Context: an optimization exercise on an open-source flow, tuned for small area. The choices shown serve that exercise and are no tape-out recipe. In this exercise RTL edits were held to simulation tests only and were not proved equivalent to the original. No driver is modelled on the clock port, so clock power and skew are understated where the tree is cut down; a real chip needs a root buffer or a tree. Power figures rest on the tool's default switching activity, not on a simulated workload.

==> module testpc, before the edit <==
module testpc(
	clock,   
	reset,   
	pc,   
	instruction,   
	mem_data,   
	mem_addr,   
	mem_wdata,   
	mwrite_enable,
	mread_enable,
	regwrite_enable,   
	write_addr,   
	reg_write_data   
	);
	input clock, reset;
	input [15:0] instruction, mem_data;
	output [15:0] pc, mem_addr, mem_wdata;
	output [15:0] reg_write_data;
	output mwrite_enable, mread_enable, regwrite_enable;
	output [2:0] write_addr;
	reg [15:0] pc;
	wire [2:0] op = instruction[15:13];
	wire [2:0] rs = instruction[12:10];
	wire [2:0] rt = instruction[9:7];
	wire [2:0] rd = instruction[6:4];
	wire [3:0] fn = instruction[3:0];
	wire [6:0] imm = instruction[6:0];
	wire is_r    = (op == 3'b001);
	wire r_ok    = is_r & ~fn[3] & ~fn[2] & ~(fn[1] & fn[0]);
	wire is_addi = (op == 3'b011);
	wire is_ld   = (op == 3'b100);
	wire is_st   = (op == 3'b101);
	wire is_beq  = (op == 3'b110);
	wire is_jmp  = (op == 3'b111);
	assign regwrite_enable = r_ok | is_addi | is_ld;
	assign mread_enable = is_ld;
	assign mwrite_enable = is_st;
	wire wsel = op[2] | op[1];
	wire wsel_n = ~wsel;
	genvar r, i;
	generate
		for (i = 0; i < 3; i = i + 1) begin : wa
			tp_ao22 u (.a(wsel), .b(rt[i]), .c(wsel_n), .d(rd[i]), .y(write_addr[i]));
		end
	endgenerate
	reg [15:0] rf0, rf1, rf2, rf3, rf4, rf5, rf6, rf7;
	reg [7:0] valid;
	wire [7:0] we, hold, sel_a, sel_b;
	wire [15:0] ra, rb;
	wire [2:0] rs_n = ~rs, rt_n = ~rt;
	wire [2:0] wa_n = ~write_addr;
	wire wa2_1 = regwrite_enable & write_addr[2];
	wire wa2_0 = regwrite_enable & wa_n[2];
	generate
		for (r = 0; r < 8; r = r + 1) begin : dec
			tp_and3 u_we (.a(r[2] ? wa2_1 : wa2_0), .b(r[1] ? write_addr[1] : wa_n[1]),
				.c(r[0] ? write_addr[0] : wa_n[0]), .y(we[r]));
			assign hold[r] = ~we[r];
			tp_and4 u_sa (.a(valid[r]), .b(r[2] ? rs[2] : rs_n[2]),
				.c(r[1] ? rs[1] : rs_n[1]), .d(r[0] ? rs[0] : rs_n[0]), .y(sel_a[r]));
			tp_and4 u_sb (.a(valid[r]), .b(r[2] ? rt[2] : rt_n[2]),
				.c(r[1] ? rt[1] : rt_n[1]), .d(r[0] ? rt[0] : rt_n[0]), .y(sel_b[r]));
		end
	endgenerate
	tp_rport port_a (.sel(sel_a), .r0(rf0), .r1(rf1), .r2(rf2), .r3(rf3),
		.r4(rf4), .r5(rf5), .r6(rf6), .r7(rf7), .q(ra));
	tp_rport port_b (.sel(sel_b), .r0(rf0), .r1(rf1), .r2(rf2), .r3(rf3),
		.r4(rf4), .r5(rf5), .r6(rf6), .r7(rf7), .q(rb));
	wire imm_sel = op[2] ^ op[1];                
	wire inv = ~op[2] & ~op[1] & fn[1];          
	wire sel_and = ~op[2] & ~op[1] & fn[0];      
	wire s_imm = imm_sel;
	wire s_rb = ~imm_sel & ~sel_and;
	wire [15:0] immx = {{9{imm[6]}}, imm};
	wire [15:0] opa, opb, sum;
	wire [15:1] cy;
	generate
		for (i = 0; i < 16; i = i + 1) begin : alu
			tp_ao22 u_opb (.a(s_imm), .b(immx[i]), .c(s_rb), .d(rb[i]), .y(opb[i]));
			assign opa[i] = (ra[i] & (rb[i] | ~sel_and)) ^ inv;
			if (i == 0) begin : h
				tp_ha u_add (.a(opa[i]), .b(opb[i]), .s(sum[i]), .co(cy[i+1]));
			end else if (i < 15) begin : f
				tp_fa u_add (.a(opa[i]), .b(opb[i]), .c(cy[i]), .s(sum[i]), .co(cy[i+1]));
			end else begin : t
				assign sum[i] = opa[i] ^ opb[i] ^ cy[i];
			end
		end
	endgenerate
	wire eq = (ra == rb);
	wire not_ld = ~is_ld;
	assign mem_addr = sum;
	assign mem_wdata = rb;
	generate
		for (i = 0; i < 16; i = i + 1) begin : wb
			tp_ao22 u_wd (.a(is_ld), .b(mem_data[i]), .c(not_ld), .d(sum[i]), .y(reg_write_data[i]));
		end
	endgenerate
	wire [15:0] n0, n1, n2, n3, n4, n5, n6, n7;
	generate
		for (i = 0; i < 16; i = i + 1) begin : wr
			tp_ao22 w0 (.a(we[0]), .b(reg_write_data[i]), .c(hold[0]), .d(rf0[i]), .y(n0[i]));
			tp_ao22 w1 (.a(we[1]), .b(reg_write_data[i]), .c(hold[1]), .d(rf1[i]), .y(n1[i]));
			tp_ao22 w2 (.a(we[2]), .b(reg_write_data[i]), .c(hold[2]), .d(rf2[i]), .y(n2[i]));
			tp_ao22 w3 (.a(we[3]), .b(reg_write_data[i]), .c(hold[3]), .d(rf3[i]), .y(n3[i]));
			tp_ao22 w4 (.a(we[4]), .b(reg_write_data[i]), .c(hold[4]), .d(rf4[i]), .y(n4[i]));
			tp_ao22 w5 (.a(we[5]), .b(reg_write_data[i]), .c(hold[5]), .d(rf5[i]), .y(n5[i]));
			tp_ao22 w6 (.a(we[6]), .b(reg_write_data[i]), .c(hold[6]), .d(rf6[i]), .y(n6[i]));
			tp_ao22 w7 (.a(we[7]), .b(reg_write_data[i]), .c(hold[7]), .d(rf7[i]), .y(n7[i]));
		end
	endgenerate
	always @(posedge clock) begin
		rf0 <= n0; rf1 <= n1; rf2 <= n2; rf3 <= n3;
		rf4 <= n4; rf5 <= n5; rf6 <= n6; rf7 <= n7;
	end
	always @(posedge clock or negedge reset) begin
		if (reset == 1'b0)
			valid <= 8'b0;
		else
			valid <= valid | we;
	end
	wire taken = is_beq & eq;
	wire [6:0] pinc = taken ? imm : 7'd1;
	wire [15:0] pc_add;
	wire [15:1] pcy;
	generate
		for (i = 0; i < 16; i = i + 1) begin : pc_add_bit
			if (i == 0) begin : ha0
				tp_ha u (.a(pc[i]), .b(pinc[i]), .s(pc_add[i]), .co(pcy[i+1]));
			end else if (i < 7) begin : fa
				tp_fa u (.a(pc[i]), .b(pinc[i]), .c(pcy[i]), .s(pc_add[i]), .co(pcy[i+1]));
			end else if (i < 15) begin : ha
				tp_ha u (.a(pc[i]), .b(pcy[i]), .s(pc_add[i]), .co(pcy[i+1]));
			end else begin : t
				assign pc_add[i] = pc[i] ^ pcy[i];
			end
		end
	endgenerate
	wire [15:0] pc_next;
	wire not_jmp = ~is_jmp;
	generate
		for (i = 0; i < 16; i = i + 1) begin : pcm
			if (i < 13) begin : m
				tp_ao22 u (.a(is_jmp), .b(instruction[i]), .c(not_jmp), .d(pc_add[i]), .y(pc_next[i]));
			end else begin : z
				assign pc_next[i] = not_jmp & pc_add[i];
			end
		end
	endgenerate
	always @(posedge clock or negedge reset) begin
		if (reset == 1'b0)
			pc <= 16'b0;
		else
			pc <= pc_next;
	end
endmodule
Settings: LEC_CHECK=0, CAP_MARGIN=20, CORE_MARGIN=2, CORE_UTILIZATION=60, GPL_TIMING_DRIVEN=0, SLEW_MARGIN=20, SYNTH_HIERARCHICAL=1; clock period 16.0 ns.
standard.sh (not shown) runs the stock make flow with config.mk's settings and CLKGATE_MAP_FILE= SYNTH_SCRIPT=/design/flow/synth_recipe.tcl, a recipe that flattens the netlist after the stock synthesis.
==> flow/flow/run.sh <==
#!/bin/bash
set -uo pipefail
R=orfs/results/sky130hd/testpc/base
bash standard.sh synth > synth.log 2>&1 || exit 1
SYNTH_ODB=$R/1_synth.odb LIB_FILE=$FLOW_HOME/platforms/sky130hd/lib/sky130_fd_sc_hd__tt_025C_1v80.lib openroad -no_init -exit flow/downsize.tcl > downsize.log 2>&1 || exit 1
touch $R/1_synth.sdc
CTS_LEAVES=12 CTS_LEAF_BUF=sky130_fd_sc_hd__clkbuf_8 CTS_ROOT_BUF=sky130_fd_sc_hd__clkbuf_4 \
bash standard.sh \
  BUFFER_PORTS_ARGS="-buffer_cell sky130_fd_sc_hd__buf_1" \
  PRE_CTS_TCL=$PWD/flow/manual_cts.tcl \
  RECOVER_POWER=100 \
  finish > standard.log 2>&1
Other scripts of this flow, unchanged in this note and not shown: flow/flow/downsize.tcl, flow/flow/manual_cts.tcl
Change:
--- a/flow/design.v
+++ b/flow/design.v
@@ -77,13 +77,15 @@
 	wire [2:0] rd = instruction[6:4];
 	wire [3:0] fn = instruction[3:0];
 	wire [6:0] imm = instruction[6:0];
 	wire is_r    = (op == 3'b001);
 	wire r_ok    = is_r & ~fn[3] & ~fn[2] & ~(fn[1] & fn[0]);
 	wire is_addi = (op == 3'b011);
-	wire is_ld   = (op == 3'b100);
+	wire is_ld;
+	wire op1_n = ~op[1], op0_n = ~op[0];
+	tp_and3 u_ld (.a(op[2]), .b(op1_n), .c(op0_n), .y(is_ld));
 	wire is_st   = (op == 3'b101);
 	wire is_beq  = (op == 3'b110);
 	wire is_jmp  = (op == 3'b111);
 	assign regwrite_enable = r_ok | is_addi | is_ld;
 	assign mread_enable = is_ld;
 	assign mwrite_enable = is_st;
Effect: Worst hold slack gets better by 0.0093 ns; area after synthesis stays flat; clock skew rose by 0.0051 ns; sequential power hardly moves; die area barely changes; setup slack gets better by 0.076 ns; fmax rose by 0.49%.
In every run of this note, the design's own scripts or RTL, not TritonCTS, make the clock network.

-- static timing again, ports no longer ideal --
Ports are ideal in the flow. The routed layouts listed here were re-timed in OpenROAD. Step 1 sets driving cells, clkbuf_16 on the clock port and buf_2 on the other inputs (assumed; they add their load-dependent delay and slew). Step 2 also shifts input and output timing later by t, the mid clock arrival at the registers, as if the neighbouring blocks saw the same clock. Slacks: ideal ports / drivers / drivers and shift; pairs: ideal ports / drivers.
run	shift t [ns]	setup WS [ns]	worst slew at a driven data input, ns
the first run	0.630	0.237 / 0.209 / 0.209	0.04
the second run	0.621	0.313 / 0.289 / 0.289	0.04
After both steps every run listed still meets setup and hold. For the first run, which loses most, drivers alone change the setup slack by -0.028 ns; drivers and shift together by -0.028 ns.
